From an optimization exercise on the open Yosys and OpenROAD flow, aimed at small area, a short achievable clock period and few clock cycles; shortcuts taken in it are not production practice.
Where RTL was checked, it was by simulation tests only, not by an equivalence proof against the original.
The RTL of runs 3 and 4 was laid out without a check of its function.
Power is estimated from default activity; no workload was simulated.

[flow/run.sh]
#!/bin/bash
# synth_recipe.tcl (not shown) runs the flow's synth.tcl, then flattens the netlist and writes it again
# the make line also repeats each setting of config.mk as NAME=value (left out here)
make -C /OpenROAD-flow-scripts/flow DESIGN_CONFIG=/design/flow/config.mk WORK_HOME=/design/flow/orfs CLKGATE_MAP_FILE= SYNTH_SCRIPT=/design/flow/synth_recipe.tcl finish
[flow/config.mk]
export PLATFORM = sky130hd
export DESIGN_NAME = kcpsmx
export DESIGN_NICKNAME = kcpsmx
export VERILOG_FILES = /design/flow/design.v
export SDC_FILE = /design/flow/constraint.sdc
export NUM_CORES = 4
export LEC_CHECK = 0
export CAP_MARGIN = 20
export CORE_MARGIN = 2
export CORE_UTILIZATION = 70
export CTS_BUF_LIST = sky130_fd_sc_hd__clkbuf_8
export SETUP_SLACK_MARGIN = 3.5
export SLEW_MARGIN = 20
export TNS_END_PERCENT = 30
[flow/constraint.sdc]
create_clock -name core_clock -period 6.0 [get_ports {clk}]
set_input_delay 1.2000 -clock core_clock [delete_from_list [all_inputs] [get_ports {clk}]]
set_output_delay 1.2000 -clock core_clock [all_outputs]
set_load 0.01 [all_outputs]
[flow/design.v]
package kcpsmx3_inc;
localparam OPERAND_WIDTH    = 8;                     
localparam CODE_WIDTH       = 18;
localparam CODE_DEPTH       = 10;                    
localparam CODE_SIZE        = (1 << CODE_DEPTH);     
localparam PORT_WIDTH       = OPERAND_WIDTH;         
localparam PORT_DEPTH       = OPERAND_WIDTH;         
localparam PORT_SIZE        = (1 << PORT_DEPTH);     
localparam STACK_WIDTH      = CODE_DEPTH;            
localparam STACK_DEPTH      = 5;                     
localparam STACK_SIZE       = (1 << STACK_DEPTH);    
localparam REGISTER_WIDTH   = OPERAND_WIDTH;         
localparam REGISTER_DEPTH   = 4;                     
localparam REGISTER_SIZE    = (1 << REGISTER_DEPTH); 
localparam SCRATCH_WIDTH    = OPERAND_WIDTH;         
localparam SCRATCH_DEPTH    = 6;                     
localparam SCRATCH_SIZE     = (1 << SCRATCH_DEPTH);  
localparam OPERATION_WIDTH  = 5;
localparam RESET_VECTOR     = 0;                     
localparam INTERRUPT_VECTOR = (CODE_SIZE - 1);        
typedef enum logic [1:0] {
    Z           = 2'b00,  
    NZ          = 2'b01,  
    C           = 2'b10,  
    NC          = 2'b11   
} cond_flag_t;
typedef enum logic [1:0] {
    SA          = 2'b00,  
    RL_SRX      = 2'b01,  
    RR_SLX      = 2'b10,  
    SC          = 2'b11  
} shift_op_t;
typedef enum logic [4:0] {
    LOAD        = 5'h00,
    INPUT       = 5'h02,
    FETCH       = 5'h03,
    AND         = 5'h05,
    OR          = 5'h06,
    XOR         = 5'h07,
    TEST        = 5'h09,
    COMPARE     = 5'h0a,
    ADD         = 5'h0c,
    ADDCY       = 5'h0d,
    SUB         = 5'h0e,
    SUBCY       = 5'h0f,
    RS          = 5'h10,
    RETURN      = 5'h15,
    OUTPUT      = 5'h16,
    STORE       = 5'h17,
    CALL        = 5'h18,
    JUMP        = 5'h1a,
    RETURNI     = 5'h1c,
    INTERRUPT   = 5'h1e
} opcode_t;
typedef struct packed {
    logic [11:8] x_addr;                 
    logic [7:4] y_addr;                  
    logic [3:0] padding;                 
} reg_reg_instr_t;
typedef struct packed {
    logic [11:8] x_addr;                 
    logic [7:0] constant;                
} reg_const_instr_t;
typedef struct packed {
    logic [11:8] x_addr;                 
    logic [7:6] padding;                 
    logic [5:0] scratch_addr;            
} scratch_instr_t;
typedef struct packed {
    logic [11:8] x_addr;                 
    logic [7:0] port_addr;               
} port_instr_t;
typedef struct packed {
    logic [11:8] x_addr;                 
    logic [7:4] padding;                 
    logic [3:3] dir;                     
    shift_op_t  op;                      
    logic [0:0] constant;                
} shift_instr_t;
typedef struct packed {
    cond_flag_t flags;                   
    logic [9:0] code_addr;               
} jump_instr_t;
typedef struct packed {
    logic [11:1] padding;
    logic [0:0] en;
} int_instr_t;
typedef struct packed {
    opcode_t    operation;           
    logic       op_cond_sel;         
    union packed {                   
        reg_reg_instr_t reg_reg;
        reg_const_instr_t reg_const;
        scratch_instr_t scratch;
        port_instr_t port;
        shift_instr_t shift;
        jump_instr_t jump;
        int_instr_t interrupt;
    } instr_type;
} instr_t;
endpackage
import kcpsmx3_inc::*;
module kcpsmx(
    output logic [PORT_DEPTH-1:0]   port_id,         
    output logic                    write_strobe,    
    output logic [PORT_WIDTH-1:0]   out_port,        
    output logic                    read_strobe,     
    input        [PORT_WIDTH-1:0]   in_port,         
    input                           interrupt,       
    output logic                    interrupt_ack,   
    input                           reset,           
    input                           clk,             
    output logic [CODE_DEPTH-1:0]   address,         
    input        [CODE_WIDTH-1:0]   instruction      
);
assign interrupt_ack = 1'b0;
logic [9:0]  pc;
logic [17:0] ir;
logic        stall;              
logic        byx, byy;           
logic [15:0] selx, sely;         
logic [15:0][7:0] rf;            
logic [63:0][7:0] spr;           
logic [31:0][9:0] stk;           
logic [4:0]  sp;                 
logic [3:0]  sp_hi;              
logic [7:0]  sp_lo;
logic        carry, zero;
logic [7:0]  e_a, e_bx;          
logic [7:0]  e_sd;               
logic [7:0]  e_shi, e_slo;       
logic        e_store;
logic        e_fa, e_fb;         
logic        e_far, e_faf;       
logic        e_fetch;
logic [3:0]  e_dst;
logic        e_regwrite, e_flagwrite;
logic        e_input, e_output, e_reti;
logic        e_sub;
logic [1:0]  e_cin;              
logic        e_sel_add, e_sel_and, e_sel_or, e_sel_xor, e_sel_sh, e_sel_b;
logic        e_test;
logic        e_sdir;
logic [1:0]  e_sop;
logic        e_sconst;
logic [9:0]  e_pushdata;
logic [3:0]  e_phi;              
logic [7:0]  e_plo;
logic [7:0]  res;
logic [3:0]  w_dst;
logic        w_regwrite, w_input, w_flagwrite, w_fetch;
logic [7:0]  fres;               
function automatic logic [4:0] uses(input logic [17:0] i);
    logic [4:0] o;
    logic alu, mem;
    o   = i[17:13];
    alu = (o == AND) | (o == OR) | (o == XOR) | (o == TEST) | (o == COMPARE) |
          (o == ADD) | (o == ADDCY) | (o == SUB) | (o == SUBCY);
    mem = (o == INPUT) | (o == OUTPUT) | (o == FETCH) | (o == STORE);
    uses = {alu | (o == RS) | (o == OUTPUT) | (o == STORE),
            i[12] & (alu | mem | (o == LOAD)),
            i[12] & mem,
            (o == STORE),
            1'b0};
endfunction
assign address = pc;
wire [4:0] op = ir[17:13];
wire d_load    = (op == LOAD);
wire d_input   = (op == INPUT);
wire d_fetch   = (op == FETCH);
wire d_and     = (op == AND);
wire d_or      = (op == OR);
wire d_xor     = (op == XOR);
wire d_test    = (op == TEST);
wire d_cmp     = (op == COMPARE);
wire d_add     = (op == ADD);
wire d_addcy   = (op == ADDCY);
wire d_sub     = (op == SUB);
wire d_subcy   = (op == SUBCY);
wire d_rs      = (op == RS);
wire d_ret     = (op == RETURN);
wire d_output  = (op == OUTPUT);
wire d_store   = (op == STORE);
wire d_call    = (op == CALL);
wire d_jump    = (op == JUMP);
wire d_reti    = (op == RETURNI);
wire d_arith     = d_add | d_addcy | d_sub | d_subcy | d_cmp;
wire d_regwrite  = d_load | d_input | d_fetch | d_and | d_or | d_xor |
                   d_add | d_addcy | d_sub | d_subcy | d_rs;
wire d_flagwrite = d_and | d_or | d_xor | d_test | d_arith | d_rs;
wire cond_ok = ~ir[12] | (ir[11] ? (carry ^ ir[10]) : (zero ^ ir[10]));
wire d_jmp  = (d_jump | d_call) & cond_ok;
wire d_retk = (d_ret & cond_ok) | d_reti;
wire d_push = d_call & cond_ok;
wire [9:0] pc_inc = pc + 10'd1;
wire [4:0] sp_inc = sp + 5'd1;
wire [4:0] sp_nxt = stall ? sp : d_push ? sp_inc : d_retk ? sp - 5'd1 : sp;
logic [9:0] tos;
always_comb begin
    logic [9:0] grp;
    tos = 10'd0;
    for (int g = 0; g < 4; g++) begin
        grp = 10'd0;
        for (int j = 0; j < 8; j++) grp = grp | (stk[8 * g + j] & {10{sp_lo[j]}});
        tos = tos | (grp & {10{sp_hi[g]}});
    end
end
wire [7:0] wb_data = w_input ? in_port : (w_fetch ? fres : res);
wire [3:0] xa = ir[11:8];
wire [3:0] ya = ir[7:4];
logic [7:0] xr, yr;
always_comb begin
    xr = 8'd0;
    yr = 8'd0;
    for (int k = 0; k < 16; k++) begin
        xr = xr | (rf[k] & {8{selx[k]}});
        yr = yr | (rf[k] & {8{sely[k]}});
    end
end
wire [7:0] xv = byx ? wb_data : xr;
wire [7:0] yv = byy ? wb_data : yr;
wire [5:0] d_saddr = ir[12] ? yv[5:0] : ir[5:0];
wire [17:0] nxt = stall ? ir : instruction;
wire [4:0]  nxt_use = uses(instruction);
wire stall_nxt = ~stall & (
    (d_input & ((nxt_use[4] & (instruction[11:8] == xa)) |
                (nxt_use[3] & (instruction[7:4]  == xa)))) |
    (d_regwrite & ((nxt_use[2] & (instruction[7:4]  == xa)) |
                   (nxt_use[1] & (instruction[11:8] == xa)))) |
    (d_fetch & nxt_use[3] & (instruction[7:4] == xa)));
always_ff @(posedge clk) begin
    if (reset) begin
        pc    <= 10'd0;
        ir    <= 18'h02000;      
        sp    <= 5'd31;
        sp_hi <= 4'b1000;
        sp_lo <= 8'b1000_0000;
        stall <= 1'b0;
        byx   <= 1'b0;
        byy   <= 1'b0;
        selx  <= 16'd0;
        sely  <= 16'd0;
    end else begin
        stall <= stall_nxt;
        sp    <= sp_nxt;
        for (int k = 0; k < 4; k++) sp_hi[k] <= (sp_nxt[4:3] == k);
        for (int k = 0; k < 8; k++) sp_lo[k] <= (sp_nxt[2:0] == k);
        byx   <= e_regwrite & (e_dst == nxt[11:8]);
        byy   <= e_regwrite & (e_dst == nxt[7:4]);
        if (!stall) begin
            ir <= instruction;
            for (int k = 0; k < 16; k++) begin
                selx[k] <= (instruction[11:8] == k);
                sely[k] <= (instruction[7:4] == k);
            end
            if (d_jmp)       pc <= ir[9:0];
            else if (d_retk) pc <= tos;
            else             pc <= pc_inc;
        end
    end
end
always_ff @(posedge clk) begin
    e_a   <= xv;
    e_bx  <= (ir[12] ? yv : ir[7:0]) ^ {8{d_sub | d_subcy | d_cmp}};
    if (d_store) e_sd <= xv;
    for (int k = 0; k < 8; k++) begin
        e_slo[k] <= (d_saddr[2:0] == k);
        e_shi[k] <= (d_saddr[5:3] == k);
    end
    e_dst <= xa;
    e_fa  <= e_regwrite & (e_dst == xa);
    e_far <= e_regwrite & ~e_fetch & (e_dst == xa);
    e_faf <= e_regwrite &  e_fetch & (e_dst == xa);
    e_fb  <= ir[12] & e_regwrite & (e_dst == ya);
    e_sub <= d_sub | d_subcy | d_cmp;
    e_cin <= d_addcy ? 2'd2 : d_subcy ? 2'd3 : (d_sub | d_cmp) ? 2'd1 : 2'd0;
    e_sel_add <= d_arith;
    e_sel_and <= d_and | d_test;
    e_sel_or  <= d_or;
    e_sel_xor <= d_xor;
    e_sel_sh  <= d_rs;
    e_sel_b   <= d_load;
    e_fetch   <= d_fetch;
    e_test    <= d_test;
    e_sdir    <= ir[3];
    e_sop     <= ir[2:1];
    e_sconst  <= ir[0];
    e_pushdata <= pc_inc;        
    for (int k = 0; k < 8; k++) e_plo[k] <= (sp_inc[2:0] == k);
    if (reset || stall) begin
        e_regwrite  <= 1'b0;
        e_flagwrite <= 1'b0;
        e_input     <= 1'b0;
        e_output    <= 1'b0;
        e_reti      <= 1'b0;
        e_phi       <= 4'd0;
        e_store     <= 1'b0;
    end else begin
        e_regwrite  <= d_regwrite;
        e_flagwrite <= d_flagwrite;
        e_input     <= d_input;
        e_output    <= d_output;
        e_reti      <= d_reti;
        for (int k = 0; k < 4; k++) e_phi[k] <= d_push & (sp_inc[4:3] == k);
        e_store     <= d_store;
    end
end
wire [7:0] a  = ({8{e_far}} & res) | ({8{e_faf}} & fres) | ({8{~e_fa}} & e_a);
wire [7:0] bx = e_fb ? (res ^ {8{e_sub}}) : e_bx;
wire [7:0] b  = bx;              
wire       cin = e_cin[1] ? (carry ^ e_cin[0]) : e_cin[0];
wire [9:0] sum2 = {1'b0, a, 1'b1} + {1'b0, bx, cin};
wire [8:0] sum  = sum2[9:1];
wire sbit = (e_sop == 2'b10) ? a[0] :
            (e_sop == 2'b01) ? a[7] :
            (e_sop == 2'b00) ? carry : e_sconst;
wire [7:0] shres = e_sdir ? {sbit, a[7:1]} : {a[6:0], sbit};
wire       shout = e_sdir ? a[0] : a[7];
wire [7:0] andv = a & b;
wire [7:0] orv  = a | b;
wire [7:0] xorv = a ^ b;
logic [7:0] scr;
always_comb begin
    logic [7:0] grp;
    scr = 8'd0;
    for (int g = 0; g < 8; g++) begin
        grp = 8'd0;
        for (int j = 0; j < 8; j++) grp = grp | (spr[8 * g + j] & {8{e_slo[j]}});
        scr = scr | (grp & {8{e_shi[g]}});
    end
end
wire [7:0] result = ({8{e_sel_add}} & sum[7:0]) |
                    ({8{e_sel_and}} & andv)     |
                    ({8{e_sel_or }} & orv)      |
                    ({8{e_sel_xor}} & xorv)     |
                    ({8{e_sel_sh }} & shres)    |
                    ({8{e_sel_b  }} & b);
wire c_new = (e_sel_add & (sum[8] ^ e_sub)) |
             (e_test    & (^andv))           |
             (e_sel_sh  & shout);
wire [7:0] zk    = {orv[6:0], cin};
wire       z_add = &(xorv ~^ zk);
wire z_new = (e_sel_add & z_add)       |
             (e_sel_and & ~|andv)      |
             (e_sel_or  & ~|orv)       |
             (e_sel_xor & ~|xorv)      |
             (e_sel_sh  & ~|shres);
always_ff @(posedge clk) begin
    for (int k = 0; k < 64; k++)
        if (e_store && e_shi[k / 8] && e_slo[k % 8]) spr[k] <= e_sd;
    for (int k = 0; k < 32; k++)
        if (e_phi[k / 8] && e_plo[k % 8]) stk[k] <= e_pushdata;
end
always_ff @(posedge clk) begin
    res      <= result;
    fres     <= scr;
    w_dst    <= e_dst;
    port_id  <= e_bx;
    out_port <= a;
    if (reset) begin
        carry        <= 1'b0;
        zero         <= 1'b0;
        w_regwrite   <= 1'b0;
        w_input      <= 1'b0;
        w_fetch      <= 1'b0;
        w_flagwrite  <= 1'b0;
        read_strobe  <= 1'b0;
        write_strobe <= 1'b0;
    end else begin
        if (e_flagwrite) begin
            carry <= c_new;
            zero  <= z_new;
        end else if (e_reti && !w_flagwrite) begin
            carry <= 1'b0;
            zero  <= 1'b0;
        end
        w_regwrite   <= e_regwrite;
        w_input      <= e_input;
        w_fetch      <= e_fetch;
        w_flagwrite  <= e_flagwrite;
        read_strobe  <= e_input;
        write_strobe <= e_output;
    end
end
always_ff @(posedge clk) begin
    for (int k = 0; k < 16; k++)
        if (w_regwrite && w_dst == k) rf[k] <= wb_data;
end
endmodule
==> run_results.csv, run 1 <==
group,metric,value,unit
placed_design,gp_congestion,0.9268,
yosys,synth_top_cell_area_share,0.6472,
run,max_cap_violations,0,
yosys,postSynthCellCount,2975,
pwr,p_leak,16.49,nW
cts,clockBufferDepth,3,
cts,cts_tree,"yes",
grt,grt.total_usage,0.3473,
timing,period_share,0.4244,
worst_hold_path,worstHoldEndpoint,"port_id[3]",
routing,drc,0,
pwr,power_density,322.8,mW/mm2
routing,first_iter_violations,3866,
critical_path,cp_cell_sequence,"buf_4 -> and3_1",
grt,grt_overflow,0,
worst_hold_path,min_path_cells,0,
placed_design,numPortBuffers,55,
routing,wl_per_cell,28.62,um
cts,cts-root-buf,"clkbuf_8",
cts,cts_hold_buffers,0,
critical_path,crit_slowest_cell,"dfxtp_2",
yosys,synth_area_per_cell,15.10,um2
yosys,synth-edff-count,968,
floorplanning,die_area,0.06620,mm2
cts,htree_levels,4,
placed_design,place_hpwl,66.75,mm
yosys,synth_warnings,1,
yosys,synth_common_cells,"968 x edfxtp_1, 472 x a22oi_1, 206 x dfxtp_1",
yosys,synth_mux_area_frac,0.01206,
cts,clkSinkCount,1174,
yosys,syn_area,0.04491,mm2
yosys,synth_area_leader_cell,"edfxtp_1",
routing,ant_nets,0,
yosys,ys_top_cells_by_area,"edfxtp_1 65%, dfxtp_1 9.2%, a22oi_1 7.9%",
finish,fin_nets,3109,
floorplanning,initial_core_util,0.7107,
yosys,yosysUniqueCellTypes,72,
yosys,synth_xor_area_frac,0.01482,
timing,layout_min_cycle_time,2546,ps
critical_path,endpoint_kind,"register",
critical_path,crit_buf_inv,1,
pwr,ir_drop,0.3400,mV
yosys,ys.flop_type,"edfxtp_1",
floorplanning,die_height,257.3,um
yosys,synthAdderAreaFrac,0.007968,
timing,tns,0,ps
critical_path,worstSetupPathDepth,2,
floorplanning,row_count,92,
critical_path,reg2reg_setup_slack,3450,ps
critical_path,slowest_delay,990,ps
timing,timing.final.hold_violations,0,
run_status,outcome,"no timing/DRC/antenna violations",
critical_path,arrival,2980,ps
critical_path,path_max_fanout,39,
floorplanning,io-pin-count,58,
yosys,ys_async_sr_fraction,0,
finish,multi_input_area,0.01095,mm2
floorplanning,core-area,0.06320,mm2
critical_path,r2r.worst_path.cells,2,
cts,numCtsBuffers,173,
timing,setup_violations,0,
grt,grt_pass1_wl,169.9,mm
yosys,synth_most_common_cell,"edfxtp_1",
critical_path,critical-path-top-delay-family,"flip-flops",
critical_path,r2r-end,"spr[308]",
timing,skew,69.46,ps
yosys,synthSimpleGateAreaFrac,0.07483,
yosys,synth_top_family_by_area,"compound AO/OA/AOI/OAI gates",
critical_path,critPathRequiredTime,6440,ps
timing,layout_setup_ws,3454,ps
timing,rsz0062_at_grt,"yes",
timing,hold_ws,360.8,ps
critical_path,cp-start-kind,"register",
yosys,syn-num-nets,3032,
yosys,synth-compound-area-share,0.1290,
grt,antenna_found_initial,3,
placed_design,post-place-ws,2661,ps
routing,wl,115.7,mm
floorplanning,die_x,257.3,um
routing,vias_per_cell,7.047,
timing,maxSlewViolCount,0,
critical_path,rr_startpoint,"e_slo[6]",
worst_hold_path,worstHoldStart,"e_bx[3]",
timing,max_slew_margin,0.1594,
finish,regArea,0.03327,mm2
yosys,synth_seq_area_share,0.7391,
finish,area_growth,10.85,%
yosys,synth-seq-cells,1174,
timing,worstMarginPinSlew,1256,ps
cts,clkSlewWorstSetupHoldPaths,60,ps
routing,via_count,28493,
worst_hold_path,worstHoldPathType,"register to register",
routing,dr.pass1.iters,8,
timing,max_freq,0.3927,GHz
cts,insertion_delay,860,ps
finish,drive_gt1_frac,0.1349,
finish,fill_cells,3579,
grt,grt_max_degree,65,
critical_path,worstSetupPathType,"register to register",
grt,grt_pass1_vias,27495,
[worst max-delay path by stage]
stage	startpoint	end	slack (ps)
after detailed placement	ir[11]	sp_hi[1]	2660
after global routing	e_sub	res[5]	3420
after floorplan	e_fb	res[5]	3550
after CTS	port_id[2]	port_id[2]	3410
final	e_slo[6]	spr[308]	3450
after global placement	reset	e_store	2800
[power by group]
group / leakage [nW] / internal [mW] / switching (mW) / total (mW)
Clock: 1.95 / 3.16 / 3.06 / 6.22
Sequential: 10.5 / 8.86 / 0.192 / 9.05
Combinational: 4.02 / 0.306 / 0.490 / 0.796
Total: 16.5 / 12.3 / 3.74 / 16.1
[sequential cells by signal, summed over array words and instances (netlist names), 10 cells and up]
| signal | flops |
|---|---|
| spr | 512 |
| stk | 320 |
| rf | 128 |
| ir | 18 |
| selx | 16 |
| sely | 16 |
| e_pushdata | 10 |
| pc | 10 |
[placed cells by master, fill, tap and decap left out, drive strengths merged, types with 4 or more instances in the layout]
| cell | count |
|---|---|
| o211ai | 16 |
| buf | 84 |
| a21oi | 69 |
| dfxtp | 206 |
| a22oi | 472 |
| bufinv | 6 |
| a22o | 64 |
| nand3 | 34 |
| inv | 109 |
| o21ai | 50 |
| edfxtp | 968 |
| and3b | 6 |
| and4 | 11 |
| nor4b | 4 |
| ha | 27 |
| clkdlybuf4s50 | 26 |
| nor2 | 104 |
| nor3 | 42 |
| nand4 | 125 |
| mux2i | 33 |
| xor2 | 32 |
| nand2 | 83 |
| nor4 | 22 |
| xnor2 | 44 |
| nor2b | 14 |
| clkbuf | 189 |
| a31oi | 11 |
| nor3b | 10 |
| nand2b | 22 |
| nand3b | 4 |
| clkinv | 61 |
| and2 | 45 |
| a221oi | 65 |
| and3 | 74 |
| mux2 | 15 |
| a221o | 7 |
[metrics by stage]
step,instances,utilization,instance area [um2],total power [mW]
after CTS,4033,0.7843,49560,16.06
after global placement,3702,0.7281,46010,9.948
after global routing,4043,0.7878,49780,16.52
after detailed placement,3702,0.7284,46030,9.966
after floorplan,2975,-,44910,9.620
final,4043,0.7878,49780,16.07
[per-layer routing]
metal,global-route usage,part of all wire,vias up
li1,-,-,12110
met5,0,0,-
met2,0.5270,0.46,1996
met4,0.1527,0.043,0
met1,0.4922,0.38,14041
met3,0.07673,0.12,346
[cell families (layout without fill, tap and decap cells)]
kind of cell,count (synthesis),in the layout
AND/OR/NAND/NOR,608,608
XOR/XNOR,76,76
AO/OA/AOI/OAI,782,783
adder cells (fa/ha/maj),28,28
multiplexers,49,49
flip-flops,1174,1174
buffers and inverters,257,477
other,1,2
[layout make-up]
| type | instances | share of cell area |
|---|---|---|
| flip-flops and latches | 1174 | 0.6684 |
| multi-input cells | 1545 | 0.2200 |
| clock buffers | 185 | 0.05115 |
| well taps | 846 | 0.02126 |
| repair buffers | 114 | 0.01893 |
| clock inverters | 134 | 0.01681 |
| inverters | 44 | 0.003393 |
| diodes | 1 | 0.00005027 |
[timing repair]
| action | in CTS | in global routing |
|---|---|---|
| hold endpoints to repair | 0 | 0 |
| endpoints found under the setup margin | 73 | 90 |
| cloned | 1 | 0 |
| gates resized for setup | 142 | 59 |
| buffers inserted | 11 | 9 |
Testbench counts, summed over its fixed seeds: cycles 296,972.
==> run 2: changes to the inputs <==
--- a/flow/config.mk
+++ b/flow/config.mk
@@ -6,7 +6,8 @@
 export NUM_CORES = 4
 export LEC_CHECK = 0
+export ABC_CLOCK_PERIOD_IN_PS = 2200
 export CAP_MARGIN = 20
 export CORE_MARGIN = 2
-export CORE_UTILIZATION = 70
+export CORE_UTILIZATION = 75
 export CTS_BUF_LIST = sky130_fd_sc_hd__clkbuf_8
 export SETUP_SLACK_MARGIN = 3.5
==> run 2 against run 1 <==
  * Die area down 6.6%
  * First-iteration DRC count is 3.8% higher
  * Critical path depth rose by 4
  * Maximum frequency up 0.91%
  * Cell count is 2.0% lower
  * Clock-buffer cell count is 5 lower
  * Hold slack gained 37 ps
  * Critical path type unchanged
  * Clock power down 3%
  * Sequential share of layout area grew 0.48 points
  * Sequential cell count unchanged
  * Power is 1.2% lower
==> run_results.csv, run 2 <==
group,metric,value,unit
cts,cts-root-buf,"clkbuf_8",
yosys,synth_common_cells,"968 x edfxtp_1, 472 x a22oi_1, 206 x dfxtp_1",
finish,largest_reg_flops,512,
yosys,synth_most_common_cell,"edfxtp_1",
timing,worstMarginPinSlew,1171,ps
finish,fin_cells,3962,
floorplanning,die_x,248.7,um
routing,drc,0,
floorplanning,die_area,0.06185,mm2
pwr,p_int,12.18,mW
critical_path,crit_buf_inv,2,
cts,clkSlewWorstSetupHoldPaths,60,ps
placed_design,dpl_cell_area,0.04593,mm2
run_status,outcome,"no timing/DRC/antenna violations",
yosys,synth_seq_area_share,0.7391,
worst_hold_path,worstHoldStart,"e_bx[3]",
timing,max_freq,0.3963,GHz
grt,grt_pass1_wl,170.9,mm
finish,mostFrequentLayoutCell,"edfxtp_1",
critical_path,cp-start-kind,"register",
yosys,yosysUniqueCellTypes,72,
cts,clockBufferDepth,3,
cts,cts_tree,"yes",
routing,ant_nets,0,
finish,largest-register,"spr",
yosys,syn-num-nets,3032,
cts,htree_levels,4,
yosys,synth_area_leader_cell,"edfxtp_1",
critical_path,rr_startpoint,"e_slo[4]",
yosys,postSynthCellCount,2975,
critical_path,path_max_fanout,33,
grt,grt.total_usage,0.3724,
floorplanning,row_count,89,
timing,timing.final.hold_violations,0,
pwr,power_density,321.1,mW/mm2
grt,grt_pass1_vias,27958,
pwr,power_frac_seq,0.569,
placed_design,numPortBuffers,55,
critical_path,reg2reg_setup_slack,3480,ps
worst_hold_path,min_path_cells,0,
worst_hold_path,worstHoldEndpoint,"port_id[3]",
critical_path,r2r-end,"fres[1]",
cts,clkSinkCount,1174,
routing,highest_layer,"met4",
cts,numCtsBuffers,172,
yosys,ys_top_cells_by_area,"edfxtp_1 65%, dfxtp_1 9.2%, a22oi_1 7.9%",
finish,reg.largest.list,"spr: 512 flops, stk: 320 flops, rf: 128 flops",
floorplanning,core-area,0.05913,mm2
placed_design,dp.cells,3629,
critical_path,endpoint_kind,"register",
timing,maxSlewViolCount,0,
timing,setup_violations,0,
critical_path,arrival,3160,ps
cts,insertion_delay,830,ps
grt,grt_max_degree,65,
routing,first_iter_violations,4011,
critical_path,critPathRequiredTime,6640,ps
routing,via_count,28696,
routing,wl_met2,54.76,mm
critical_path,worstSetupPathType,"register to register",
placed_design,gp_congestion,0.9680,
timing,max_slew_margin,0.2164,
yosys,synth_warnings,1,
pwr,ir_drop,0.2718,mV
grt,antenna_found_initial,4,
pwr,p_leak,16.38,nW
timing,tns,0,ps
placed_design,place_hpwl,66.24,mm
finish,drive_gt1_frac,0.1265,
yosys,syn_area,0.04491,mm2
yosys,ys.flop_type,"edfxtp_1",
critical_path,critical-path-top-delay-family,"compound AO/OA/AOI/OAI gates",
timing,skew,44.28,ps
finish,final_cell_mix,"968 x edfxtp_1, 472 x a22oi_1, 180 x clkbuf_8, 166 x dfxtp_1, 125 x nand4_1",
finish,final_cell_area,0.04942,mm2
timing,rsz0062_at_grt,"yes",
critical_path,r2r.worst_path.cells,6,
yosys,synth-seq-cells,1174,
pwr,clkPwrFrac,0.380,
finish,area_growth,10.05,%
critical_path,cp_cell_sequence,"buf_4 -> buf_4 -> a22oi_1 -> nand4_1 -> a22oi_1 -> nand4_1",
critical_path,crit_slowest_cell,"a22oi_1",
yosys,synth_area_per_cell,15.10,um2
yosys,ys_async_sr_fraction,0,
routing,dr.pass1.iters,27,
finish,fin_nets,3102,
worst_hold_path,worstHoldPathType,"register to register",
floorplanning,initial_core_util,0.7595,
floorplanning,io-pin-count,58,
routing,wl_per_cell,29.05,um
timing,period_share,0.4206,
grt,grt_overflow,0,
routing,dr_wl_met3,14.50,mm
routing,drt-met1-wl,41.42,mm
critical_path,slowest_delay,540,ps
routing,vias_per_cell,7.243,
pwr,p_sw,3.686,mW
critical_path,crit_path_start,"e_slo[4]",
routing,wl,115.1,mm
timing,layout_min_cycle_time,2523,ps
run,max_cap_violations,0,
yosys,synth-edff-count,968,
pwr,combPwrFrac,0.051,
floorplanning,die_height,248.7,um
pwr,swShare,0.2323,
yosys,synth_top_cell_area_share,0.6472,
[run 2: worst max path at each step]
stage | slack [ps] | depth (start not counted) | endpoint
CTS | 3400 | 1 | port_id[1]
global route | 3430 | 10 | carry
global placement | 2790 | 6 | sp_hi[1]
detailed placement | 2650 | 6 | sp_hi[1]
finish | 3480 | 6 | fres[1]
floorplan | 3550 | 12 | res[5]
[run 2: cells by family after synthesis]
group,count (synthesis),share of synthesized area
fa+ha+maj,28,0.007968
flops,1174,0.7391
mux,49,0.01206
buf+inv,257,0.02212
xor+xnor,76,0.01482
compound gates,782,0.1290
simple gates,608,0.07483
other cells,1,0.00008350
[run 2: layout make-up]
cell class | instances | area, um2
Sequential cell | 1174 | 33270
Multi-Input combinational cell | 1545 | 10920
Fill cell | 2831 | 9706
Clock buffer | 180 | 2477
Tap cell | 773 | 967.2
Timing Repair Buffer | 108 | 847.1
Clock inverter | 135 | 774.5
Inverter | 44 | 165.2
Antenna cell | 3 | 7.507
[run 2: routing by layer]
layer | GRT usage | vias up
met3 | 0.09133 | 347
met4 | 0.1619 | 0
met1 | 0.5105 | 14015
met2 | 0.5800 | 2217
li1 | - | 12117
met5 | 0 | -
[run 2: timing repair]
item / 4_1_cts / 5_1_grt
hold buffers: 0 / 0
gates cloned: 0 / 1
pin swaps: 2 / 4
endpoints found under the setup margin: 63 / 42
setup buffers: 11 / 3
gates resized for setup: 151 / 34
[run 2: stage by stage]
step | setup WS (ps) | utilization | power [mW] | hold WS (ps)
after floorplan | 3551 | - | 9.620 | 325.9
after global placement | 2788 | 0.7766 | 9.935 | 364.5
after detailed placement | 2648 | 0.7767 | 9.961 | 383.4
after CTS | 3403 | 0.8335 | 15.84 | 391.0
after global routing | 3427 | 0.8358 | 16.29 | 393.8
final | 3477 | 0.8359 | 15.87 | 397.4
[run 2: power groups by stage]
stage                     logic (mW)  clock network [mW]  registers (mW)
after floorplan                0.519                   0            9.10
after global placement         0.745                   0            9.19
after detailed placement       0.764                   0            9.20
after CTS                      0.774                6.05            9.02
after global routing           0.860                6.40            9.04
final                          0.809                6.03            9.03
==> run 3: changes to the inputs <==
--- a/flow/design.v
+++ b/flow/design.v
@@ -128,5 +128,4 @@
 logic        carry, zero;
 logic [7:0]  e_a, e_bx;          
-logic [7:0]  e_sd;               
 logic [7:0]  e_shi, e_slo;       
 logic        e_store;
@@ -263,5 +262,4 @@
     e_a   <= xv;
     e_bx  <= (ir[12] ? yv : ir[7:0]) ^ {8{d_sub | d_subcy | d_cmp}};
-    if (d_store) e_sd <= xv;
     for (int k = 0; k < 8; k++) begin
         e_slo[k] <= (d_saddr[2:0] == k);
@@ -348,5 +346,5 @@
 always_ff @(posedge clk) begin
     for (int k = 0; k < 64; k++)
-        if (e_store && e_shi[k / 8] && e_slo[k % 8]) spr[k] <= e_sd;
+        if (e_store && e_shi[k / 8] && e_slo[k % 8]) spr[k] <= e_a;      
     for (int k = 0; k < 32; k++)
         if (e_phi[k / 8] && e_plo[k % 8]) stk[k] <= e_pushdata;
==> run 3 against run 2 <==
  * Still clean on timing, DRC and antenna
  * Clock-buffer cell count grew 20
  * Area after synthesis shrank 0.83%
  * Synthesized cell count shrank 1.1%
  * Highest routed layer is now met5
==> run_results.csv, run 3 <==
group,metric,value,unit
finish,largest_reg_flops,512,
routing,vias_per_cell,7.400,
critical_path,cp-start-kind,"register",
pwr,power_frac_seq,0.557,
critical_path,crit_path_start,"sely[0]",
yosys,ys.flop_type,"edfxtp_1",
yosys,syn-num-nets,2998,
finish,final_cell_mix,"960 x edfxtp_1, 475 x a22oi_1, 200 x clkbuf_8, 155 x dfxtp_1, 124 x nand4_1",
yosys,ys_async_sr_fraction,0,
critical_path,reg2reg_setup_slack,3460,ps
placed_design,numPortBuffers,55,
floorplanning,initial_core_util,0.7561,
critical_path,arrival,3250,ps
pwr,ir_drop,0.3315,mV
floorplanning,die_area,0.06135,mm2
critical_path,endpoint_kind,"register",
yosys,synth-edff-count,960,
pwr,p_leak,16.70,nW
placed_design,place_hpwl,67.18,mm
timing,maxSlewViolCount,0,
finish,largest-register,"spr",
routing,drc,0,
routing,via_count,29282,
grt,grt.total_usage,0.4045,
floorplanning,die_height,247.7,um
yosys,synth_common_cells,"960 x edfxtp_1, 476 x a22oi_1, 206 x dfxtp_1",
pwr,power_density,328.3,mW/mm2
floorplanning,die_x,247.7,um
cts,numCtsBuffers,172,
critical_path,worstSetupPathType,"register to register",
grt,grt_pass1_wl,178.8,mm
cts,htree_levels,4,
timing,rsz0062_at_grt,"yes",
timing,setup_violations,0,
yosys,synth_most_common_cell,"edfxtp_1",
timing,layout_min_cycle_time,2536,ps
yosys,syn_area,0.04454,mm2
critical_path,rr_startpoint,"sely[0]",
floorplanning,row_count,89,
grt,grt_max_degree,71,
cts,clkSlewWorstSetupHoldPaths,70,ps
yosys,yosysUniqueCellTypes,71,
yosys,synth_seq_area_share,0.7398,
timing,period_share,0.4226,
cts,cts_tree,"yes",
grt,grt_overflow,0,
pwr,clkPwrFrac,0.379,
floorplanning,core-area,0.05891,mm2
timing,max_slew_margin,0.2040,
yosys,synth-seq-cells,1166,
critical_path,crit_end,"e_slo[5]",
critical_path,r2r-end,"e_slo[5]",
timing,max_freq,0.3944,GHz
finish,mostFrequentLayoutCell,"edfxtp_1",
pwr,p_int,12.48,mW
timing,tns,0,ps
yosys,synth_area_leader_cell,"edfxtp_1",
finish,drive_gt1_frac,0.1473,
finish,fin_nets,3099,
timing,worstMarginPinSlew,1190,ps
critical_path,r2r.worst_path.cells,6,
cts,clkSinkCount,1166,
routing,dr.pass1.iters,6,
critical_path,critPathRequiredTime,6720,ps
pwr,combPwrFrac,0.064,
routing,wl_per_cell,31.33,um
grt,antenna_found_initial,2,
critical_path,path_max_fanout,9,
yosys,ys_top_cells_by_area,"edfxtp_1 65%, dfxtp_1 9.3%, a22oi_1 8.0%",
yosys,synth_top_cell_area_share,0.6472,
yosys,postSynthCellCount,2941,
yosys,synth_warnings,1,
run_status,outcome,"no timing/DRC/antenna violations",
cts,insertion_delay,850,ps
floorplanning,io-pin-count,58,
timing,hold_ws,372.3,ps
pwr,swShare,0.2377,
routing,first_iter_violations,4160,
finish,area_growth,11.96,%
run,max_cap_violations,0,
cts,clockBufferDepth,3,
placed_design,gp_congestion,0.9564,
pwr,power,16.37,mW
grt,grt_pass1_vias,28273,
timing,skew,37.67,ps
finish,reg.largest.list,"spr: 512 flops, stk: 320 flops, rf: 128 flops",
timing,timing.final.hold_violations,0,
worst_hold_path,worstHoldPathType,"register to register",
yosys,synth_area_per_cell,15.14,um2
routing,wl,124.0,mm
cts,cts-root-buf,"clkbuf_8",
pwr,p_sw,3.891,mW
routing,ant_nets,0,
-- run 3: cell types whose count changed in the layout (fill, tap and decap cells not counted), moves of 9 or more --
cell,previous run,this run
dfxtp_1,166,155
a21oi_1,65,30
nor3_1,37,22
nor2_1,100,75
xnor2_1,44,35
nand2_1,83,104
nand3_1,32,41
clkbuf_8,180,200
clkinv_1,38,25
o22ai_1,1,32
nor4_1,22,4
-- run 3: cell type report --
class / count / area (um2)
Multi-Input combinational cell: 1520 / 10930
Clock buffer: 200 / 2753
Sequential cell: 1166 / 33060
Antenna cell: 1 / 2.502
Tap cell: 773 / 967.2
Clock inverter: 115 / 596.8
Inverter: 48 / 180.2
Fill cell: 2721 / 9041
Timing Repair Buffer: 134 / 1375
-- run 3: worst min path at each step --
stage	start	end	slack (ps)	cells past startpoint
CTS	e_bx[7]	port_id[7]	370	0
detailed placement	e_bx[7]	port_id[7]	360	0
global placement	e_bx[6]	port_id[6]	370	0
global route	e_bx[7]	port_id[7]	390	0
finish	e_bx[7]	port_id[7]	370	0
floorplan	e_bx[7]	port_id[7]	330	0
-- run 3: kinds of logic (layout without fill, tap and decap cells) --
kind of cell | Yosys count | count (layout) | synth area share
flops | 1166 | 1166 | 0.7398
xor+xnor | 75 | 75 | 0.01475
other cells | 1 | 2 | 0.00008420
fa+ha+maj | 28 | 28 | 0.008034
mux | 48 | 48 | 0.01191
compound gates | 785 | 786 | 0.1315
buf+inv | 256 | 497 | 0.02239
simple gates | 582 | 582 | 0.07152
-- run 3: per-layer routing --
layer,vias to the layer above,track usage,routed length [um]
met2,2533,0.6273,58170
met1,14198,0.5367,41660
li1,12057,-,-
met3,492,0.09786,16820
met4,2,0.2205,7332
met5,-,0,8
-- run 3: per-stage QoR --
stage	utilization	std cells	setup WS [ps]	instance area, um2
floorplan	-	2941	3372	44550
global placement	0.7731	3596	2730	45540
CTS	0.8397	3938	3431	49460
global route	0.8465	3957	3392	49870
detailed placement	0.7733	3597	2657	45550
finish	0.8465	3957	3464	49870
-- run 3: timing repair --
item,in CTS,in global routing
pin swaps,2,11
cloned,6,3
gates resized for setup,199,47
setup buffers,20,14
endpoints found under the setup margin,90,72
hold buffers,0,0
-- run 3: critical path, stage by stage, from the launching register on --
cell and delay, ps:
dfxtp_1 760, a22o_1 250, a221oi_1 60, and4_1 310, o21ai_0 450, mux2_2 380
and3b_1 190
-- run 3: power groups by stage --
| stage | Sequential (mW) | Clock [mW] | Combinational (mW) |
|---|---|---|---|
| final | 9.11 | 6.21 | 1.05 |
| after global routing | 9.12 | 6.55 | 1.10 |
| after CTS | 9.11 | 6.19 | 0.959 |
| after detailed placement | 9.31 | 0 | 0.820 |
| after global placement | 9.30 | 0 | 0.796 |
| after floorplan | 9.21 | 0 | 0.509 |
==> run 4: changes to the inputs <==
--- a/flow/design.v
+++ b/flow/design.v
@@ -115,4 +115,5 @@
 );
 assign interrupt_ack = 1'b0;
+logic        rst;                
 logic [9:0]  pc;
 logic [17:0] ir;
@@ -128,4 +129,5 @@
 logic        carry, zero;
 logic [7:0]  e_a, e_bx;          
+logic [7:0]  e_sd;               
 logic [7:0]  e_shi, e_slo;       
 logic        e_store;
@@ -164,4 +166,5 @@
 endfunction
 assign address = pc;
+always_ff @(posedge clk) rst <= reset;
 wire [4:0] op = ir[17:13];
 wire d_load    = (op == LOAD);
@@ -229,5 +232,5 @@
     (d_fetch & nxt_use[3] & (instruction[7:4] == xa)));
 always_ff @(posedge clk) begin
-    if (reset) begin
+    if (rst) begin
         pc    <= 10'd0;
         ir    <= 18'h02000;      
@@ -262,4 +265,5 @@
     e_a   <= xv;
     e_bx  <= (ir[12] ? yv : ir[7:0]) ^ {8{d_sub | d_subcy | d_cmp}};
+    if (d_store) e_sd <= xv;
     for (int k = 0; k < 8; k++) begin
         e_slo[k] <= (d_saddr[2:0] == k);
@@ -286,5 +290,5 @@
     e_pushdata <= pc_inc;        
     for (int k = 0; k < 8; k++) e_plo[k] <= (sp_inc[2:0] == k);
-    if (reset || stall) begin
+    if (rst || stall) begin
         e_regwrite  <= 1'b0;
         e_flagwrite <= 1'b0;
@@ -346,5 +350,5 @@
 always_ff @(posedge clk) begin
     for (int k = 0; k < 64; k++)
-        if (e_store && e_shi[k / 8] && e_slo[k % 8]) spr[k] <= e_a;      
+        if (e_store && e_shi[k / 8] && e_slo[k % 8]) spr[k] <= e_sd;
     for (int k = 0; k < 32; k++)
         if (e_phi[k / 8] && e_plo[k % 8]) stk[k] <= e_pushdata;
@@ -356,5 +360,5 @@
     port_id  <= e_bx;
     out_port <= a;
-    if (reset) begin
+    if (rst) begin
         carry        <= 1'b0;
         zero         <= 1'b0;
==> run 4 against run 3 <==
  * Synthesized cell count grew 0.17%
  * Combinational power fell by 25%
  * Core utilization fell by 1.1 points
  * Cell count decreased by 0.45%
  * Clock power shrank 4.3%
  * Hold slack hardly changed
  * Final area fell by 1.1%
  * Global-route usage is 3.3 points lower
  * Die area is 0.62% higher
  * Sequential power fell by 0.5%
  * Clock-buffer cell count shrank 9
  * First-iteration DRC count is 5.9% higher
  * Critical endpoint is now port_id[2]
==> run_results.csv, run 4 <==
group,metric,value,unit
cts,clkSinkCount,1175,
timing,worstMarginPinSlew,1219,ps
critical_path,slowest_delay,320,ps
floorplanning,initial_core_util,0.7594,
routing,drc,0,
placed_design,place_hpwl,66.98,mm
finish,final_cell_mix,"968 x edfxtp_1, 472 x a22oi_1, 191 x clkbuf_8, 172 x dfxtp_1, 124 x nand4_1",
grt,grt_pass1_vias,27941,
critical_path,critPathRequiredTime,4800,ps
cts,clkSlewWorstSetupHoldPaths,60,ps
placed_design,dpl_cell_area,0.04585,mm2
yosys,synth-edff-count,968,
critical_path,cp-start-kind,"register",
routing,dr.pass1.iters,8,
grt,grt_max_degree,73,
placed_design,dp.cells,3607,
floorplanning,die_area,0.06173,mm2
yosys,synth_seq_area_share,0.7410,
cts,insertion_delay,850,ps
critical_path,arrival,1350,ps
timing,setup_violations,0,
yosys,synth_top_cell_area_share,0.6486,
cts,numCtsBuffers,172,
yosys,synth_most_common_cell,"edfxtp_1",
timing,skew,39.03,ps
grt,grt.total_usage,0.3711,
yosys,yosysUniqueCellTypes,75,
grt,grt_pass1_wl,171.0,mm
finish,fin_cells,3939,
cts,cts_tree,"yes",
timing,rsz0062_at_grt,"yes",
finish,final_cell_area,0.04933,mm2
finish,largest_reg_flops,512,
pwr,power,15.79,mW
critical_path,rr_startpoint,"e_fb",
run,max_cap_violations,0,
yosys,synth-seq-cells,1175,
worst_hold_path,worstHoldStart,"e_bx[7]",
finish,drive_gt1_frac,0.1217,
finish,largest-register,"spr",
floorplanning,core-area,0.05902,mm2
floorplanning,die_x,248.5,um
critical_path,crit_path_start,"port_id[2]",
floorplanning,die_height,248.5,um
floorplanning,row_count,89,
finish,fin_nets,3078,
grt,grt_overflow,0,
timing,maxSlewViolCount,0,
pwr,power_density,320.0,mW/mm2
finish,area_growth,10.06,%
yosys,synth_common_cells,"968 x edfxtp_1, 472 x a22oi_1, 207 x dfxtp_1",
yosys,synth_area_leader_cell,"edfxtp_1",
yosys,postSynthCellCount,2946,
worst_hold_path,worstHoldPathType,"register to register",
yosys,ys_async_sr_fraction,0,
critical_path,critical-path-top-delay-family,"flip-flops",
cts,htree_levels,4,
cts,cts-root-buf,"clkbuf_8",
placed_design,numPortBuffers,55,
placed_design,gp_congestion,1.010,
critical_path,worstSetupPathType,"register to output pin",
pwr,p_leak,16.47,nW
routing,ant_nets,0,
timing,layout_min_cycle_time,2546,ps
critical_path,cp_cell_sequence,"clkdlybuf4s15_2",
timing,max_freq,0.3928,GHz
yosys,ys_top_cells_by_area,"edfxtp_1 65%, dfxtp_1 9.2%, a22oi_1 7.9%",
timing,tns,0,ps
critical_path,crit_buf_inv,1,
timing,hold_ws,372.3,ps
finish,mostFrequentLayoutCell,"edfxtp_1",
yosys,synth_area_per_cell,15.21,um2
finish,reg.largest.list,"spr: 512 flops, stk: 320 flops, rf: 128 flops",
timing,timing.final.hold_violations,0,
cts,cts_hold_buffers,0,
floorplanning,io-pin-count,58,
yosys,synth_warnings,1,
run_status,outcome,"no timing/DRC/antenna violations",
yosys,syn-num-nets,3003,
timing,max_slew_margin,0.1844,
grt,antenna_found_initial,4,
critical_path,crit_slowest_cell,"dfxtp_1",
cts,clockBufferDepth,3,
routing,wl_per_cell,29.35,um
routing,via_count,28595,
timing,period_share,0.4243,
routing,vias_per_cell,7.259,
critical_path,endpoint_kind,"output pin",
routing,first_iter_violations,4404,
routing,wl,115.6,mm
yosys,ys.flop_type,"edfxtp_1",
critical_path,path_max_fanout,1,
yosys,syn_area,0.04482,mm2
pwr,ir_drop,0.3692,mV
run 4: final timing paths:
check	cells past startpoint	slack [ps]	to
setup / recovery	1	3450	port_id[2]
hold / removal	0	370	port_id[7]
setup reg to reg	9	3460	res[6]
hold reg to reg	0	370	port_id[7]
run 4: cells by family (layout without fill, tap and decap cells):
logic type	count (synthesis)	in the layout	share of synthesized area
AO/OA/AOI/OAI	781	781	0.1309
flip-flops	1175	1175	0.7410
adder cells (fa/ha/maj)	28	28	0.007984
multiplexers	48	48	0.01186
other	1	3	0.00008367
buffers and inverters	254	472	0.02189
XOR/XNOR	73	73	0.01427
AND/OR/NAND/NOR	586	586	0.07197
run 4: timing repair:
action / in CTS / in global routing
setup buffers: 12 / 0
pin swaps: 0 / 2
gates resized for setup: 130 / 34
gates cloned: 0 / 1
endpoints found under the hold margin: 0 / 0
setup endpoints to repair: 44 / 55
run 4: area by class of cell:
type                            count  area, um2
Tap cell                          773      967.2
Clock buffer                      191       2629
Inverter                           51      195.2
Timing Repair Buffer              103      902.1
Fill cell                        2933       9691
Antenna cell                        2      5.005
Multi-Input combinational cell   1517      10740
Sequential cell                  1175      33290
Timing Repair inverter              1      5.005
Clock inverter                    126      599.3
run 4: metal layers:
metal / track usage / wire length, um / vias up / part of all wire
li1: - / - / 12032 / -
met1: 0.5105 / 41240 / 13847 / 0.36
met2: 0.5790 / 54750 / 2332 / 0.47
met3: 0.07956 / 14210 / 380 / 0.12
met4: 0.1718 / 5366 / 4 / 0.046
met5: 0 / 28 / - / 0.00024
run 4: metrics by stage:
| step | setup slack, ps | utilization |
|---|---|---|
| after CTS | 3410 | 0.8342 |
| after global routing | 3347 | 0.8358 |
| after floorplan | 3537 | - |
| after global placement | 2799 | 0.7769 |
| after detailed placement | 2684 | 0.7769 |
| final | 3454 | 0.8358 |
run 4: power by group:
part	internal [mW]	switching [mW]
logic	0.300	0.492
clock network	2.95	2.99
registers	8.87	0.190
total	12.1	3.67
==> run 5: changes to the inputs <==
--- a/flow/design.v
+++ b/flow/design.v
@@ -115,5 +115,4 @@
 );
 assign interrupt_ack = 1'b0;
-logic        rst;                
 logic [9:0]  pc;
 logic [17:0] ir;
@@ -166,5 +165,4 @@
 endfunction
 assign address = pc;
-always_ff @(posedge clk) rst <= reset;
 wire [4:0] op = ir[17:13];
 wire d_load    = (op == LOAD);
@@ -232,5 +230,5 @@
     (d_fetch & nxt_use[3] & (instruction[7:4] == xa)));
 always_ff @(posedge clk) begin
-    if (rst) begin
+    if (reset) begin
         pc    <= 10'd0;
         ir    <= 18'h02000;      
@@ -290,5 +288,5 @@
     e_pushdata <= pc_inc;        
     for (int k = 0; k < 8; k++) e_plo[k] <= (sp_inc[2:0] == k);
-    if (rst || stall) begin
+    if (reset || stall) begin
         e_regwrite  <= 1'b0;
         e_flagwrite <= 1'b0;
@@ -360,5 +358,5 @@
     port_id  <= e_bx;
     out_port <= a;
-    if (rst) begin
+    if (reset) begin
         carry        <= 1'b0;
         zero         <= 1'b0;
--- a/flow/config.mk
+++ b/flow/config.mk
@@ -6,10 +6,9 @@
 export NUM_CORES = 4
 export LEC_CHECK = 0
-export ABC_CLOCK_PERIOD_IN_PS = 2200
 export CAP_MARGIN = 20
 export CORE_MARGIN = 2
 export CORE_UTILIZATION = 75
 export CTS_BUF_LIST = sky130_fd_sc_hd__clkbuf_8
-export SETUP_SLACK_MARGIN = 3.5
+export SETUP_SLACK_MARGIN = 3.6
 export SLEW_MARGIN = 20
 export TNS_END_PERCENT = 30
==> run 5 against run 4 <==
  * Cell count up 0.79%
  * Area after synthesis is 0.21% higher
  * Sequential share of layout area decreased by 0.38 points
  * Global-route usage up 0.25 points
  * Setup slack better by 56 ps
  * Hold slack gained 21 ps
  * Maximum frequency grew 2.3%
  * Combinational power is 4.2% higher
  * First-iteration DRC count is 5.2% lower
  * Clock skew is 2.6 ps lower
  * Clock-buffer cell count down 12
  * Critical endpoint is now address[0]
  * Largest cell class unchanged
==> run_results.csv, run 5 <==
group,metric,value,unit
run_status,outcome,"no timing/DRC/antenna violations",
placed_design,place_hpwl,66.60,mm
pwr,p_int,11.98,mW
finish,reg.largest.list,"spr: 512 flops, stk: 320 flops, rf: 128 flops",
grt,grt.total_usage,0.3736,
critical_path,cp_cell_sequence,"buf_6",
cts,clkSlewWorstSetupHoldPaths,60,ps
yosys,synth-seq-cells,1174,
floorplanning,core-area,0.05913,mm2
floorplanning,io-pin-count,58,
finish,fin_nets,3117,
pwr,swShare,0.2352,
critical_path,crit_slowest_cell,"dfxtp_4",
yosys,synth_top_cell_area_share,0.6472,
routing,ant_nets,0,
routing,wl_met2,54.77,mm
floorplanning,initial_core_util,0.7595,
routing,via_count,28838,
worst_hold_path,worstHoldPathType,"register to register",
finish,drive_gt1_frac,0.1384,
yosys,ys_async_sr_fraction,0,
timing,skew,36.43,ps
timing,rsz0062_at_grt,"yes",
yosys,synth-edff-count,968,
yosys,ys_top_cells_by_area,"edfxtp_1 65%, dfxtp_1 9.2%, a22oi_1 7.9%",
timing,period_share,0.4149,
grt,grt_pass1_wl,171.6,mm
critical_path,worstSetupPathType,"register to output pin",
critical_path,critical-path-top-delay-family,"flip-flops",
finish,final_cell_mix,"968 x edfxtp_1, 470 x a22oi_1, 179 x clkbuf_8, 153 x dfxtp_1, 125 x nand4_1",
floorplanning,die_area,0.06185,mm2
placed_design,gp_congestion,0.9539,
yosys,syn_area,0.04491,mm2
cts,numCtsBuffers,172,
worst_hold_path,worstHoldStart,"e_bx[4]",
critical_path,cp-start-kind,"register",
routing,dr_wl_met3,14.98,mm
timing,max_slew_margin,0.1292,
routing,dr.pass1.iters,28,
grt,antenna_found_initial,5,
timing,tns,0,ps
critical_path,rr_startpoint,"e_sub",
timing,layout_min_cycle_time,2490,ps
finish,post-route-util,0.8393,
routing,wl_per_cell,29.31,um
pwr,p_leak,16.46,nW
routing,wl,116.4,mm
finish,area_growth,10.51,%
cts,cts_tree,"yes",
pwr,power_density,315.6,mW/mm2
yosys,synth_common_cells,"968 x edfxtp_1, 472 x a22oi_1, 206 x dfxtp_1",
timing,max_freq,0.4017,GHz
critical_path,slowest_delay,360,ps
yosys,synth_area_per_cell,15.10,um2
routing,drc,0,
pwr,ir_drop,0.2937,mV
timing,setup_violations,0,
cts,cts_hold_buffers,0,
grt,grt_overflow,0,
critical_path,arrival,1290,ps
routing,vias_per_cell,7.264,
pwr,p_sw,3.684,mW
critical_path,critPathRequiredTime,4800,ps
timing,worstMarginPinSlew,1301,ps
yosys,yosysUniqueCellTypes,72,
critical_path,endpoint_kind,"output pin",
finish,mostFrequentLayoutCell,"edfxtp_1",
pwr,combPwrFrac,0.053,
placed_design,numPortBuffers,55,
yosys,synth_most_common_cell,"edfxtp_1",
pwr,power_frac_seq,0.579,
yosys,synth_seq_area_share,0.7391,
critical_path,crit_buf_inv,1,
finish,largest-register,"spr",
critical_path,crit_path_start,"pc[0]",
placed_design,post-place-ws,2729,ps
cts,cts-root-buf,"clkbuf_8",
routing,first_iter_violations,4175,
cts,clkSinkCount,1174,
yosys,synth_warnings,1,
yosys,synth_area_leader_cell,"edfxtp_1",
yosys,ys.flop_type,"edfxtp_1",
timing,maxSlewViolCount,0,
cts,insertion_delay,820,ps
yosys,postSynthCellCount,2975,
pwr,clkPwrFrac,0.369,
finish,final_cell_area,0.04963,mm2
timing,timing.final.hold_violations,0,
routing,highest_layer,"met5",
finish,largest_reg_flops,512,
grt,grt_max_degree,94,
run,max_cap_violations,0,
cts,htree_levels,4,
timing,hold_ws,393.0,ps
cts,clockBufferDepth,3,
floorplanning,die_height,248.7,um
timing,layout_setup_ws,3510,ps
grt,grt_pass1_vias,27792,
yosys,syn-num-nets,3032,
routing,drt-met1-wl,41.87,mm
placed_design,dpl_cell_area,0.04589,mm2
floorplanning,row_count,89,
floorplanning,die_x,248.7,um
critical_path,path_max_fanout,2,
run 5: changes by cell type after synthesis, sizes merged, moves of 7 or more:
cell	delta
a21oi	+33
clkbuf	+15
inv	-7
nand2	-27
nand2b	+7
nor2	+32
nor3	+10
nor4	+17
o22ai	-33
or3	-11
run 5: repair_timing:
item                       CTS  global route
pin swaps                    1            13
setup buffers               12            19
setup endpoints to repair  118           210
hold endpoints to repair     0             0
cloned                       1             1
resized for setup          184            64
run 5: cell families (layout without fill, tap and decap cells):
logic type / Yosys count / in the layout / share of synthesized area
AO/OA/AOI/OAI: 782 / 783 / 0.1290
XOR/XNOR: 76 / 76 / 0.01482
adder cells (fa/ha/maj): 28 / 28 / 0.007968
buffers and inverters: 257 / 474 / 0.02212
flip-flops: 1174 / 1174 / 0.7391
multiplexers: 49 / 50 / 0.01206
other: 1 / 4 / 0.00008350
AND/OR/NAND/NOR: 608 / 608 / 0.07483
run 5: area by class of cell:
cell class	instances	area, um2
Antenna cell	3	7.507
Inverter	44	168.9
Sequential cell	1174	33300
Multi-Input combinational cell	1546	11070
Clock inverter	129	611.8
Fill cell	2831	9500
Clock buffer	179	2464
Tap cell	773	967.2
Timing Repair Buffer	122	1041
run 5: routing by layer:
metal,vias to the layer above,global-route usage
met5,-,0
met4,4,0.1612
met3,377,0.09080
met2,2327,0.5725
met1,14012,0.5219
li1,12118,-
run 5: stage by stage:
stage          power, mW  cells
5_1_grt            16.07   3969
3_5_place_dp       9.960   3625
4_1_cts            15.60   3946
2_1_floorplan      9.620   2975
3_3_place_gp       9.934   3625
6_report           15.67   3970
run 5: final timing paths:
path / slack, ps / end / depth (start not counted)
setup / recovery: 3510 / address[0] / 1
hold / removal: 390 / port_id[4] / 0
setup reg to reg: 3540 / carry / 11
hold reg to reg: 390 / port_id[4] / 0
run 5: power groups by stage:
| stage | clock network, mW | registers (mW) | logic, mW |
|---|---|---|---|
| final | 5.78 | 9.07 | 0.825 |
| after global placement | 0 | 9.22 | 0.716 |
| after floorplan | 0 | 9.10 | 0.519 |
| after CTS | 5.79 | 9.05 | 0.756 |
| after detailed placement | 0 | 9.22 | 0.736 |
| after global routing | 6.13 | 9.07 | 0.876 |
Testbench counts of run 5, summed over its fixed seeds: cycles 296,972.
==> run 6: changes to the inputs <==
--- a/flow/config.mk
+++ b/flow/config.mk
@@ -10,5 +10,5 @@
 export CORE_UTILIZATION = 75
 export CTS_BUF_LIST = sky130_fd_sc_hd__clkbuf_8
-export SETUP_SLACK_MARGIN = 3.6
+export SETUP_SLACK_MARGIN = 3.8
 export SLEW_MARGIN = 20
 export TNS_END_PERCENT = 30
==> run 6 against run 5 <==
  * Die area stayed put
  * Critical path type unchanged
  * Largest cell class unchanged
  * First-iteration DRC count grew 8.6%
  * Combinational power is 6.5% higher
==> run_results.csv, run 6 <==
group,metric,value,unit
yosys,synth_xor_area_frac,0.01482,
critical_path,cp_cell_sequence,"buf_6",
cts,cts_hold_buffers,0,
critical_path,worstSetupPathDepth,1,
finish,fin_nets,3122,
cts,clkSlewWorstSetupHoldPaths,70,ps
yosys,synth_area_per_cell,15.10,um2
critical_path,r2r.worst_path.cells,10,
yosys,synth-compound-area-share,0.1290,
timing,timing.final.hold_violations,0,
finish,largest_reg_flops,512,
grt,grtUsageMet1,0.5293,
cts,cts-root-buf,"clkbuf_8",
yosys,synth-seq-cells,1174,
worst_hold_path,min_path_cells,0,
finish,post-route-util,0.8475,
floorplanning,initial_core_util,0.7595,
finish,final_cell_mix,"968 x edfxtp_1, 467 x a22oi_1, 183 x clkbuf_8, 140 x dfxtp_1, 125 x nand4_1",
finish,drive_gt1_frac,0.1581,
routing,wl_per_cell,29.31,um
floorplanning,die_area,0.06185,mm2
finish,area_growth,11.58,%
yosys,synth_warnings,1,
grt,grt_pass1_wl,172.3,mm
critical_path,path_max_fanout,2,
yosys,synth_most_common_cell,"edfxtp_1",
floorplanning,core-area,0.05913,mm2
placed_design,gp_congestion,0.9764,
cts,numCtsBuffers,170,
yosys,ys_top_cells_by_area,"edfxtp_1 65%, dfxtp_1 9.2%, a22oi_1 7.9%",
routing,drc,0,
yosys,synth_area_leader_cell,"edfxtp_1",
critical_path,critical-path-top-delay-family,"flip-flops",
yosys,yosysUniqueCellTypes,72,
grt,grt.total_usage,0.3761,
timing,max_slew_margin,0.1885,
critical_path,cp-start-kind,"register",
critical_path,crit_slowest_cell,"dfxtp_4",
critical_path,worstSetupPathType,"register to output pin",
cts,clockBufferDepth,3,
grt,met3_usage,0.08485,
run_status,outcome,"no timing/DRC/antenna violations",
grt,grt_max_degree,73,
timing,rsz0062_at_grt,"yes",
routing,via_count,28839,
yosys,synth_common_cells,"968 x edfxtp_1, 472 x a22oi_1, 206 x dfxtp_1",
yosys,synthAdderAreaFrac,0.007968,
yosys,ys.flop_type,"edfxtp_1",
pwr,ir_drop,0.2631,mV
pwr,power,15.86,mW
grt,top_usage_layer,"met2",
timing,worstMarginPinSlew,1213,ps
routing,vias_per_cell,7.244,
finish,reg.largest.list,"spr: 512 flops, stk: 320 flops, rf: 128 flops",
critical_path,endpoint_kind,"output pin",
cts,cts_tree,"yes",
critical_path,crit_buf_inv,1,
timing,skew,50.77,ps
timing,period_share,0.4183,
pwr,p_leak,16.62,nW
run,max_cap_violations,0,
placed_design,numPortBuffers,55,
routing,dr.pass1.iters,25,
yosys,synth-edff-count,968,
yosys,syn-num-nets,3032,
floorplanning,io-pin-count,58,
routing,ant_nets,0,
yosys,synthSimpleGateAreaFrac,0.07483,
grt,grt_overflow,0,
cts,htree_levels,4,
routing,first_iter_violations,4535,
worst_hold_path,worstHoldPathType,"register to register",
yosys,postSynthCellCount,2975,
grt,use_met2,0.5797,
cts,clkSinkCount,1174,
cts,insertion_delay,840,ps
timing,setup_violations,0,
timing,max_freq,0.3984,GHz
yosys,synth_seq_area_share,0.7391,
floorplanning,die_height,248.7,um
critical_path,critPathRequiredTime,4800,ps
finish,largest-register,"spr",
grt,antenna_found_initial,3,
yosys,synth_mux_area_frac,0.01206,
grt,grt_pass1_vias,28104,
yosys,ys_async_sr_fraction,0,
pwr,power_density,316.6,mW/mm2
timing,maxSlewViolCount,0,
timing,layout_min_cycle_time,2510,ps
yosys,syn_area,0.04491,mm2
floorplanning,die_x,248.7,um
floorplanning,row_count,89,
critical_path,slowest_delay,390,ps
routing,wl,116.7,mm
timing,tns,0,ps
finish,mostFrequentLayoutCell,"edfxtp_1",
critical_path,arrival,1310,ps
yosys,synth_top_cell_area_share,0.6472,
yosys,synth_top_family_by_area,"compound AO/OA/AOI/OAI gates",
placed_design,place_hpwl,66.64,mm
## run 6: cell count changes in the layout (fill, tap and decap cells not counted), sizes merged
cell	delta
clkinv	-4
diode	-2
bufinv	+4
clkinvlp	+5
clkbuf	+4
buf	+6
inv	-2
## run 6: stage by stage
stage	cell area [um2]	cells	hold slack [ps]	worst slack (ps)
after CTS	49720	3977	348.0	3457
after detailed placement	45900	3622	347.8	2682
final	50110	3981	346.9	3490
after global placement	45890	3622	350.0	2781
after global routing	50110	3981	368.7	3462
after floorplan	44950	2975	325.9	3714
## run 6: worst paths after layout
path            from           to  slack, ps
min          e_bx[4]   port_id[4]        350
max reg2reg    e_sub        carry       3590
max          w_input  read_strobe       3490
min reg2reg  e_bx[4]   port_id[4]        350
## run 6: power by group
part	switching (mW)	total (mW)	internal [mW]
Combinational	0.529	0.879	0.350
Sequential	0.193	9.05	8.86
Clock	2.93	5.93	3.00
Total	3.65	15.9	12.2
## run 6: final cells by class
| cell class | count | area (um2) |
|---|---|---|
| clock inverters | 131 | 689.4 |
| inverters | 44 | 172.7 |
| repair inverters | 1 | 5.005 |
| well taps | 773 | 967.2 |
| multi-input cells | 1546 | 11310 |
| diodes | 1 | 2.502 |
| clock buffers | 183 | 2519 |
| repair buffers | 128 | 1132 |
| flip-flops and latches | 1174 | 33320 |
| fillers | 2718 | 9020 |
## run 6: logic make-up (layout without fill, tap and decap cells)
kind of cell             after synthesis  in the layout
buffers and inverters                257            487
other                                  1              2
XOR/XNOR                              76             76
flip-flops                          1174           1174
AND/OR/NAND/NOR                      608            608
multiplexers                          49             50
AO/OA/AOI/OAI                        782            783
adder cells (fa/ha/maj)               28             28
## run 6: timing repair
item / CTS / global route
endpoints found under the hold margin: 0 / 0
cloned: 3 / 0
buffers inserted: 38 / 3
pin swaps: 25 / 13
gates resized for setup: 238 / 79
setup endpoints to repair: 284 / 331
## run 6: per-layer routing
metal,vias up,routed length (um)
li1,12142,-
met1,14102,42580
met2,2290,54760
met3,305,14690
met4,0,4644
met5,-,0

==> port drivers added, routing unchanged <==
The results above use ideal ports. As a check the final layouts listed here were re-extracted and re-timed, cells and wires unchanged.
Step 1, drivers: a clkbuf_16 drives clk and a buf_2 each remaining input, both assumed.
Step 2 adds t to the input delays and takes it off the output delays; t is the mean of the earliest and latest rising clock arrival at the registers after step 1. Input paths then give back, and output paths get back, about the clock's delay inside the block.
Three values: ideal, step 1, step 2; two values: the first two.
run	t (ns)	slack for setup (ns)	clock arrival spread, ns	worst register clock-pin slew, ns
run 1	0.889	3.454 / 3.437 / 2.946	0.079 / 0.079	0.09 / 0.09
run 2	0.868	3.477 / 3.420 / 2.733	0.046 / 0.046	0.07 / 0.07
run 3	0.899	3.464 / 3.400 / 2.758	0.042 / 0.042	0.08 / 0.08
run 4	0.893	3.454 / 3.390 / 2.969	0.040 / 0.040	0.07 / 0.07
run 5	0.869	3.510 / 3.445 / 2.973	0.044 / 0.044	0.07 / 0.07
run 6	0.873	3.490 / 3.426 / 3.034	0.054 / 0.054	0.07 / 0.07
After both steps every run listed still meets setup and hold. For run 2, which loses most, drivers alone change the setup slack by -0.057 ns; drivers and shift together by -0.744 ns.
